This design comes from an exercise in tuning for small area and a short achievable clock period on the open sky130 flow, not from production work.
Where RTL was checked, it was by simulation tests only, not by an equivalence proof against the original.
No functional check of the RTL was part of run 2.
Power figures rest on the tool's default switching activity, not on a simulated workload.

File: design/flow/run.sh
#!/bin/bash
# synth_recipe.tcl (not shown) runs the flow's synth.tcl, then flattens the netlist and writes it again
# the make line also repeats each setting of config.mk as NAME=value (left out here)
make -C /OpenROAD-flow-scripts/flow DESIGN_CONFIG=/design/flow/config.mk WORK_HOME=/design/flow/orfs CLKGATE_MAP_FILE= SYNTH_SCRIPT=/design/flow/synth_recipe.tcl finish
File: design/flow/constraint.sdc
create_clock -name core_clock -period 3.0 [get_ports {clk}]
set_input_delay 0.6000 -clock core_clock [delete_from_list [all_inputs] [get_ports {clk}]]
set_output_delay 0.6000 -clock core_clock [all_outputs]
set_load 0.01 [all_outputs]
File: design/flow/config.mk
export PLATFORM = sky130hd
export DESIGN_NAME = ram_design
export DESIGN_NICKNAME = ram_design
export VERILOG_FILES = /design/flow/design.v
export SDC_FILE = /design/flow/constraint.sdc
export NUM_CORES = 4
export LEC_CHECK = 0
export CAP_MARGIN = 20
export CORE_MARGIN = 2
export CORE_UTILIZATION = 40
export SLEW_MARGIN = 20
File: design/flow/design.v
module ram_design(input logic clk,
                  input logic en_a, en_b,  
                  input logic [4:0] addr_a, addr_b,
                  input logic [7:0] data_in_a, data_in_b,
                  output logic [7:0] data_out_a, data_out_b
                  );
  logic [31:0][7:0] ram;  
  always@(posedge clk) begin
    if(en_a)
      ram [addr_a] <= data_in_a;  
    if(en_b)
      ram [addr_b] <= data_in_b;  
  end
  always@(posedge clk)    
    if(en_a) begin
      data_out_a <= data_in_a;
    end
    else begin 
      data_out_a <= ram [addr_a];  
    end
  always@(posedge clk)   
    if(en_b) begin
      data_out_b <= data_in_b;
    end
    else begin 
      data_out_b <= ram [addr_b];
    end
endmodule
==> results of run 1 <==
==> metal layers <==
layer,vias up,share of wire [%]
met5,-,0
met4,0,5.6
met3,225,11
met2,1181,44
met1,8092,40
li1,7279,-
==> cell type report <==
class                   instances  area, sq um
inverters                      20        83.83
well taps                     532        665.6
diodes                          2        5.005
multi-input cells            1329        10710
fillers                      3635        19660
clock buffers                  41        852.1
flip-flops and latches        272         5445
clock inverters                15        191.4
repair buffers                314         3126
==> stage by stage <==
stage                     worst slack (ns)  total power (uW)  cell area [sq um]
after floorplan                    -0.3146              8749              17410
after global placement             -0.3210             10220              20030
after detailed placement           -0.2793             10400              20030
after CTS                           0.3395             14340              21070
after global routing                0.1756             15040              21070
final                               0.1870             14470              21080
==> power by group <==
group / total (uW) / switching [uW] / internal [uW] / leakage (uW)
clock: 3970 / 1640 / 2330 / 0.000514
combinational: 4610 / 2140 / 2470 / 0.00544
sequential: 5890 / 1020 / 4880 / 0.00228
==> layout by cell type, fill, tap and decap left out, types with 5 or more instances in the layout <==
cell type | synthesis | layout
o2bb2ai_1 | 11 | 11
a221oi_1 | 34 | 34
mux2_4 | 0 | 32
a21oi_2 | 0 | 24
a31oi_1 | 12 | 12
nor3_4 | 1 | 14
a32o_1 | 38 | 38
clkinv_2 | 0 | 9
buf_12 | 0 | 55
or3_1 | 9 | 7
nor2b_1 | 9 | 5
buf_4 | 7 | 215
o21ai_0 | 140 | 127
and2_1 | 20 | 20
o22ai_1 | 27 | 27
mux4_2 | 34 | 34
nand2b_1 | 7 | 5
o41ai_1 | 8 | 8
mux2i_1 | 207 | 207
clkbuf_1 | 144 | 5
dfxtp_1 | 272 | 272
buf_2 | 33 | 6
a22oi_1 | 32 | 32
nand2_1 | 177 | 177
a22o_1 | 16 | 16
inv_1 | 19 | 15
nand3_1 | 28 | 24
mux2_2 | 109 | 77
clkbuf_8 | 0 | 7
clkdlybuf4s50_1 | 0 | 35
or2_2 | 7 | 5
a2bb2oi_1 | 25 | 25
a21oi_1 | 88 | 64
a32oi_1 | 105 | 105
o21ai_1 | 3 | 16
nand4_1 | 7 | 7
clkbuf_16 | 0 | 30
nor2_1 | 79 | 76
o31ai_1 | 13 | 13
==> flip-flops by register name, summed over array words and instances (netlist names) <==
signal      flops
data_out_b      8
ram           256
data_out_a      8
==> critical path: stages <==
cell             delay [ns]
clkdlybuf4s50_1        0.41
buf_4                  0.17
and2_1                 0.18
buf_12                 0.18
a22o_1                 0.23
a221oi_1               0.37
o22ai_1                0.22
o41ai_1                0.76
buf_4                  0.22
==> worst max path at each step <==
stage,start,endpoint,slack (ns)
detailed placement,addr_a[2],ram[123],-0.28
global route,addr_a[2],ram[123],0.18
CTS,addr_a[2],ram[123],0.34
floorplan,addr_a[1],ram[229],-0.31
finish,addr_b[1],data_out_b[7],0.19
global placement,addr_b[1],data_out_b[7],-0.32
==> cells by family after synthesis <==
group                    synth area share [%]
adder cells (fa/ha/maj)                0.5310
AND/OR/NAND/NOR                         11.20
AO/OA/AOI/OAI                           24.80
multiplexers                            24.85
flip-flops                              33.01
buffers and inverters                   5.333
XOR/XNOR                               0.2655
==> reports/results.ini, run 1 <==
[clock_network]
cts_tree=yes
cts-htree-levels=1
postCtsHoldBufs=0
clkLatencyLatePin_ns=0.61
post_cts_resized=0
ctsLongestPathBuffers=3
cts_sinks=272
root_buffer=clkbuf_16
cts.clk_slew.worst_paths_ns=0.06
numCtsBuffers=30
postCtsSetupBuffers=0

[setup_path]
cp-end-kind=register
crit_required_ns=3.55
rr_worst_depth=6
timing.rr.start=ram[119]
critPathArrivalTime_ns=3.37
path_max_fanout=24
worstReg2RegEnd=data_out_b[7]
rrSetupSlack_ns=0.69
worst-setup-path-type=input port to register
cp-start-kind=input port

[worst_hold_path]
hold-path-cell-count=2
min_to=ram[215]
hold_path.class=register to register
holdCritStartpoint=ram[215]

[layout]
nets=2003
drive_gt1_share_pct=28.38
final_core_util_pct=51.73
area_growth_syn_to_layout_pct=27.78
instances_no_fill=2525

[placement]
portBuffers=44
hpwl_um=50570
place_inst=2467
gp_congestion=1.008

[yosys]
ys_async_sr_fraction_pct=0
syn_inst=1815
syn_area_sq_um=16490
synth_ff_type=dfxtp_1
ys_top_cells_by_area=dfxtp_1 33%, mux2i_1 13%, mux2_2 7.4%, a32oi_1 5.6%, mux4_2 4.6%
synth_top_area_cell=dfxtp_1
synth.most_common_cell=dfxtp_1
yosys_warnings=1
ys_ff_latch=272
syn_area_per_cell_sq_um=9.087
synth_edf_count=0
netlist.area_leader.share_pct=33.01
yosys-top-cells-count=272 x dfxtp_1, 207 x mux2i_1, 177 x nand2_1
ys_seq_area_share_pct=33.01
syn-num-nets=1851
yosysUniqueCellTypes=71

[sta]
rsz0062_at_grt=false
max_freq_mhz=355.5
slew_violations=0
setup_violations=0
max_slew_margin_pct=32.33
tightest_slew_ns=1.008
hold_ws_ns=0.5455
fin_skew_ns=0.04201
period_minus_slack_ns=2.813
period_share_pct=93.77
setup_tns_ns=0
finalHoldViolations=0

[route]
antenna_left=0
viasPerCell=6.644
routedWlPerCell_um=28.44
first_iter_violations=2330
wl_um=71800
vias=16777
drcViolationCount=0
drtPass1Iterations=6

[global_route]
grtUsageMet2_pct=49.52
grt_pass1_wl_um=105000
use_met3_pct=5.776
grt-busiest-layer=met2
antenna_found_initial=1
overflow=0
grt_max_degree=46
grtUsageMet1_pct=43.59
first_global_vias=15861
grt_usage_pct=32.28

[floorplan]
io_pins=45
rows=74
chipHeight_um=207.1
die_w_um=207.1
dieArea_sq_um=42870
initial_utilization_pct=40.49
coreArea_sq_um=40740

[outcome]
status=finished clean

[pwr]
leakagePower_uw=0.008235
ir_drop_uv=519.7
power.density_nw_per_um2=686.6

[job]
drv_cap=0

==> run 2, diff against run 1 <==
==> design/flow/design.v (replaced) <==
module ram_design(input logic clk,
                  input logic en_a, en_b,  
                  input logic [4:0] addr_a, addr_b,
                  input logic [7:0] data_in_a, data_in_b,
                  output logic [7:0] data_out_a, data_out_b
                  );
  logic [31:0][7:0] ram;  
  logic [31:0] dec_a, dec_b;
  logic [31:0] wr_a, wr_b, hold;
  always_comb begin
    for (int i = 0; i < 32; i++) begin
      dec_a[i] = (addr_a == i[4:0]);
      dec_b[i] = (addr_b == i[4:0]);
      wr_b[i]  = en_b & dec_b[i];
      wr_a[i]  = en_a & dec_a[i] & ~wr_b[i];  
      hold[i]  = ~(wr_a[i] | wr_b[i]);
    end
  end
  always_ff @(posedge clk)
    for (int i = 0; i < 32; i++)
      ram[i] <= ({8{wr_a[i]}} & data_in_a) |
                ({8{wr_b[i]}} & data_in_b) |
                ({8{hold[i]}} & ram[i]);
  logic [7:0] rd_a, rd_b;
  always_comb begin
    rd_a = '0;
    rd_b = '0;
    for (int i = 0; i < 32; i++) begin
      rd_a = rd_a | ({8{dec_a[i]}} & ram[i]);
      rd_b = rd_b | ({8{dec_b[i]}} & ram[i]);
    end
  end
  always_ff @(posedge clk) begin
    data_out_a <= en_a ? data_in_a : rd_a;
    data_out_b <= en_b ? data_in_b : rd_b;
  end
endmodule
==> design/flow/flow/run.sh (new file) <==
#!/bin/bash
# Own layout flow: the standard flow (standard.sh), except that Yosys's abc
# call maps the combinational logic with flow/map.abc (an area-oriented &nf
# cut mapping) instead of ORFS's abc speed script. Registers, names, flattening
# and every later step are the standard ones.
set -euo pipefail
W=$(pwd)
F=$W/flow
{
  echo "proc abc {args} {"
  echo "  set i [lsearch -exact \$args -script]"
  echo "  if {\$i >= 0} { lset args [expr {\$i + 1}] $F/map.abc }"
  echo "  yosys abc {*}\$args"
  echo "}"
  cat "$W/synth_recipe.tcl"
} > "$W/own_synth.tcl"
sed -e "s|SYNTH_SCRIPT=[^ ]*|SYNTH_SCRIPT=$W/own_synth.tcl|" "$W/standard.sh" > "$W/own_standard.sh"
grep -q "SYNTH_SCRIPT=$W/own_synth.tcl" "$W/own_standard.sh"
bash "$W/own_standard.sh" finish > "$W/orfs_make.log" 2>&1
==> design/flow/flow/map.abc (new file) <==
strash
dch -f
&get -n
&nf -R 1000
&put
topo
==> design/flow/standard.sh (new file) <==
#!/bin/bash
# synth_recipe.tcl (not shown) runs the flow's synth.tcl, then flattens the netlist and writes it again
# the make line also repeats each setting of config.mk as NAME=value (left out here)
make -C /OpenROAD-flow-scripts/flow DESIGN_CONFIG=/design/flow/config.mk WORK_HOME=/design/flow/orfs CLKGATE_MAP_FILE= SYNTH_SCRIPT=/design/flow/synth_recipe.tcl "${@:-finish}"
removed: design/flow/run.sh
==> run 2 against run 1 <==
- clock power shrank 5.8%
- total power shrank 22%
- core utilization shrank 0.64 points
- setup slack gained 0.027 ns
- still clean on timing, DRC and antenna
- clock skew shrank 0.028 ns
- critical path depth shrank 1
- hold slack lost 0.062 ns
==> reports/results.ini, run 2 <==
[outcome]
status=finished clean

[job]
drv_cap=0

[layout]
nets=1663
final_cell_mix=272 x a222oi_1, 272 x clkinv_1, 272 x dfxtp_1
drive_gt1_share_pct=14.83
fillerInstances=2938
area_growth_syn_to_layout_pct=26.26
largest_reg_flops=256
final_core_util_pct=51.09
fin_area_sq_um=16040
top_register=ram
reg_top3=ram (256), data_out_a (8), data_out_b (8)

[sta]
setup_violations=0
slew_violations=0
max_slew_margin_pct=21.43
period_share_pct=92.88
fin_skew_ns=0.01392
max_freq_mhz=358.9
hold_ws_ns=0.4832
finalHoldViolations=0
period_minus_slack_ns=2.786
rsz0062_at_grt=false
tightest_slew_ns=1.179

[clock_network]
cts_tree=yes
ctsLongestPathBuffers=3
cts-htree-levels=1
root_buffer=clkbuf_16
postCtsSetupBuffers=0
cts_sinks=272
post_cts_resized=0
cts.clk_slew.worst_paths_ns=0.06
clkLatencyLatePin_ns=0.57
numCtsBuffers=30
postCtsHoldBufs=0

[route]
wl_um=60320
drtPass1Iterations=14
routedWlPerCell_um=29.35
vias=14689
antenna_left=0
viasPerCell=7.148
first_iter_violations=3332
drcViolationCount=0

[yosys]
netlist.area_leader.share_pct=42.86
synth_edf_count=0
syn_inst=1374
yosys-top-cells-count=272 x a222oi_1, 272 x clkinv_1, 272 x dfxtp_1
yosysUniqueCellTypes=17
syn_area_per_cell_sq_um=9.246
yosys_warnings=1
syn-num-nets=1403
syn_area_sq_um=12700
ys_seq_area_share_pct=42.86
synth_top_area_cell=dfxtp_1
synth_ff_type=dfxtp_1
ys_ff_latch=272
ys_async_sr_fraction_pct=0
ys_top_cells_by_area=dfxtp_1 43%, a222oi_1 21%, a22oi_1 9.8%, clkinv_1 8.0%, a21oi_1 2.5%

[global_route]
grt_max_degree=53
grt_pass1_wl_um=88300
grt_usage_pct=35.13
antenna_found_initial=3
overflow=0
first_global_vias=13322

[setup_path]
cp-end-kind=register
cp_slowest_stage_delay_ns=0.56
critPathArrivalTime_ns=3.23
timing.rr.start=ram[254]
worst-setup-path-type=input port to register
crit_start=addr_a[1]
crit_required_ns=3.44
path_cells=clkdlybuf4s50_1, and2_0, and3_1, a22o_1, a221oi_1, nand4_1, nor4_1, a21oi_1
path_max_fanout=10
crit_family=simple AND/OR/NAND/NOR gates
worst_path_max_delay_cell=clkdlybuf4s50_1
cp-start-kind=input port
path_buf_inv=1

[pwr]
leakagePower_uw=0.005995
ir_drop_uv=529.3
power.density_nw_per_um2=699.3

[floorplan]
chipHeight_um=182.2
initial_utilization_pct=40.47
coreArea_sq_um=31390
dieArea_sq_um=33200
die_w_um=182.2
io_pins=45
rows=65

[worst_hold_path]
hold_path.class=input port to register
holdCritStartpoint=data_in_a[6]

[placement]
hpwl_um=42670
place_area_sq_um=15060
portBuffers=44
gp_congestion=1.013

[run 2: layer usage]
metal / vias up / part of all wire, % / global-route usage, %
met5: - / 0.060 / 0
li1: 6263 / - / -
met1: 7135 / 40 / 49.31
met3: 165 / 13 / 6.226
met2: 1122 / 43 / 53.80
met4: 4 / 4.1 / 13.39
[run 2: worst paths after layout]
kind | cells after the start | endpoint | slack (ns)
min reg2reg | 2 | ram[79] | 0.52
min | 3 | data_out_a[6] | 0.48
max reg2reg | 5 | data_out_a[6] | 1.17
max | 8 | data_out_a[6] | 0.21
[run 2: cells by family after synthesis]
| kind of cell | count (synthesis) | synth area share, % |
|---|---|---|
| compound gates | 560 | 37.76 |
| buf+inv | 272 | 8.037 |
| flops | 272 | 42.86 |
| simple gates | 270 | 11.34 |
[run 2: layout make-up]
cell class                      instances  area [sq um]  share of cell area (%)
Antenna cell                            1         2.502                 0.01560
Timing Repair Buffer                  228          1839                   11.47
Inverter                              272          1021                   6.366
Sequential cell                       272          5445                   33.95
Tap cell                              402         503.0                   3.136
Clock inverter                         10         140.1                  0.8737
Clock buffer                           40         838.3                   5.227
Multi-Input combinational cell        830          6250                   38.97
[run 2: report_power, final]
part	internal (uW)	switching [uW]
Combinational	940	1010
Sequential	4530	998
Clock	2200	1540
[run 2: worst register-to-register path: cells and delay by family (launching register included)]
family / cells / cell delay, ns
flops: 1 / 0.34
compound gates: 3 / 0.63
simple gates: 2 / 0.74
[run 2: through the flow]
stage / power [uW] / setup WS [ns] / std cells / TNS [ns]
finish: 11220 / 0.2136 / 2055 / 0
global route: 11610 / 0.1650 / 2054 / 0
CTS: 11130 / 0.2790 / 2054 / 0
detailed placement: 7433 / -0.2884 / 2004 / -2.362
global placement: 7385 / -0.3389 / 2004 / -1.744
floorplan: 6322 / 0.3939 / 1374 / 0

## re-timing with driven ports
In the flow no input, the clock included, has a driving cell. The finished layouts below were timed again as built, in two steps. Step 1: set_driving_cell puts a clkbuf_16 on clk and a buf_2 on each other input, an assumption about the parent block. Step 2 moves the port delays by t, midway between the first and last clock arrival at a register: inputs arrive t later, outputs are due t later. That takes back most of the time a late clock gives input paths. Slacks: ideal / step 1 / step 2; pairs: ideal / step 1.
run | shift t [ns] | setup WS [ns] | hold WS [ns] | worst setup path after step 2 | pins driven straight from the clock port
run 1 | 0.644 | 0.187 / 0.223 / -0.421 | 0.545 / 0.545 / 0.545 | input to register | 1
run 2 | 0.621 | 0.214 / 0.246 / -0.374 | 0.483 / 0.453 / 0.517 | input to register | 1
With both steps, setup timing fails in run 1 and run 2, where it was met with ideal ports. For run 1, which loses most, drivers alone change the setup slack by +0.036 ns; drivers and shift together by -0.608 ns.
